Background: an optimization exercise with open tools, aiming at a short achievable clock period and few clock cycles. Do not read the settings as production practice.
At most, simulation tests tie the RTL to the original design; equivalence was not proved.
Power is estimated from default activity; no workload was simulated.

Setup of v6:
// riscv_forwarding_pipeline
module riscv_forwarding_pipeline #(parameter INITIAL_PC = 32'h00400000)
(clk, rst, instruction, dReadData, PC, iMemRead, dAddress, dWriteData, MemRead, MemWrite);
export LEC_CHECK = 0
export CAP_MARGIN = 20
export CORE_MARGIN = 2
export CORE_UTILIZATION = 40
export SETUP_SLACK_MARGIN = 4.0
export SLEW_MARGIN = 20
create_clock -name core_clock -period 7.0 [get_ports {clk}]
standard.sh (not shown) runs the stock make flow with config.mk's settings and CLKGATE_MAP_FILE= SYNTH_SCRIPT=/design/flow/synth_recipe.tcl, a recipe that flattens the netlist after the stock synthesis.
==> flow/flow/run.sh <==
#!/bin/bash
# Layout flow: the standard ORFS flow, with one change to synthesis:
# no ADDER_MAP_FILE, so Yosys does not extract full/half adder cells and
# ABC maps the adders (and everything else) as plain logic. Registers,
# their names and cell types are the same as in the standard synthesis.
set -euo pipefail
bash standard.sh ADDER_MAP_FILE= finish > flow_make.log 2>&1
The final layout from v6, which completed every stage, passed the timing, design-rule and antenna checks at the end of the flow.
Input changes introduced in v7 (baseline for comparison: v6):
diff --git a/flow/design.v b/flow/design.v
--- a/flow/design.v
+++ b/flow/design.v
@@ -1,22 +1,21 @@
 localparam[3:0] ALUOP_AND = 4'b0000;
 localparam[3:0] ALUOP_OR = 4'b0001;
 localparam[3:0] ALUOP_ADD = 4'b0010;
 localparam[3:0] ALUOP_SUB = 4'b0011;
 localparam[3:0] ALUOP_LT = 4'b0111;
 localparam[3:0] ALUOP_XOR = 4'b1101;
 `timescale 1 ns / 1 ps
-module ks_add #(parameter W = 32) (a, b, cin, s);
+module ks_add #(parameter W = 32, parameter L = 5) (a, b, cin, s);   
     input  [W-1:0] a, b;
     input          cin;
     output [W-1:0] s;
-    localparam L = $clog2(W);
     logic [W-1:0] g [0:L];
     logic [W-1:0] p [0:L];
     logic [W-1:0] x, c;
     always_comb begin
         g[0] = a & b;
         p[0] = a | b;
         g[0][0] = (a[0] & b[0]) | ((a[0] | b[0]) & cin);
         for (int l = 0; l < L; l++) begin
             for (int i = 0; i < W; i++) begin
                 if (i >= (1 << l)) begin
@@ -151,21 +150,21 @@
     assign d_use1   = d_is_r || d_is_i || d_is_ld || d_is_st || (d_is_br && !d_dk);
     assign d_use2   = d_is_r || d_is_st || (d_is_br && !d_dk);
     assign d_wr     = (d_is_r || d_is_i || d_is_ld) && (d_rd != 5'd0);
     assign d_alusrc = d_is_i || d_is_ld || d_is_st;
     assign d_slow1  = d_use1 && !d_logic;
     assign d_slow2  = (d_is_r && !d_logic) || (d_is_br && !d_dk);
     assign d_iimm = {{20{instruction[31]}}, instruction[31:20]};
     assign d_simm = {{20{instruction[31]}}, instruction[31:25], instruction[11:7]};
     assign d_imm  = d_is_st ? d_simm : d_iimm;
     assign d_boff = {instruction[31], instruction[7], instruction[30:25], instruction[11:8], 1'b0};
-    ks_add #(14) tgt_add(.a({1'b0, pc_d[12:0]}), .b({1'b0, d_boff}), .cin(1'b0), .s(d_tgt_lo));
+    ks_add #(14, 4) tgt_add(.a({1'b0, pc_d[12:0]}), .b({1'b0, d_boff}), .cin(1'b0), .s(d_tgt_lo));
     always_comb begin
         d_tgt[12:0] = d_tgt_lo[12:0];
         case ({instruction[31], d_tgt_lo[13]})
             2'b01:   d_tgt[31:13] = pc_d_hi_p1;
             2'b10:   d_tgt[31:13] = pc_d_hi_m1;
             default: d_tgt[31:13] = pc_d[31:13];
         endcase
     end
     always_comb begin
         d_add = 1'b0; d_sub = 1'b0; d_and = 1'b0; d_or = 1'b0; d_xor = 1'b0; d_slt = 1'b0;
Findings:
Net count after synthesis came out exactly the same in v6 and v7. Delta (v7 minus v6): non-clock buffer instance count of the final layout held, clock latency on the worst-skew pair saw little to no change, total number of H-tree levels did not really move, synthesized cell count roughly the same, number of rows in the core area held steady. Status: detailed route wirelength on metal2 parity (v6, v7). Diff v7..v6 | number of sequential cells | unchanged. Taking v6 as the reference, in v7 part of the cycle the worst path needs has remained practically unchanged, required arrival time at the worst endpoint has remained practically unchanged. Total inserted antenna cells essentially unchanged between v6 and v7. Per the comparison of v7 with v6, wire length of the first global-routing pass saw little to no change; total chip power flat.
Testbench counts of v7, summed over its fixed seeds: cycles 223,586.
The RTL of v6 was laid out without a check of its function.

[afterwards: timing with drivers on the ports]
How much do the figures lean on ideal ports? The routed layouts below were timed once more, with nothing changed but the port constraints. Step 1: set_driving_cell puts a clkbuf_16 on clk and a buf_2 on each other input, an assumption about the parent block. Step 2 times the ports against the registers' clock, not the clock port: input delays grow and output delays shrink by t, the midpoint of the rising clock arrivals with the driver on. a / b / c = ideal / step 1 / step 2; a / b = the first two.
| run | t, ns | slack for setup (ns) | worst hold slack (ns) | clock arrival spread, ns | worst register clock-pin slew, ns |
|---|---|---|---|---|---|
| v6 | 0.948 | 3.700 / 3.512 / 2.564 | 0.369 / 0.369 / 0.369 | 0.044 / 0.044 | 0.07 / 0.07 |
| v7 | 0.948 | 3.700 / 3.512 / 2.564 | 0.369 / 0.369 / 0.369 | 0.044 / 0.044 | 0.07 / 0.07 |
After both steps setup and hold are still met in every run listed.
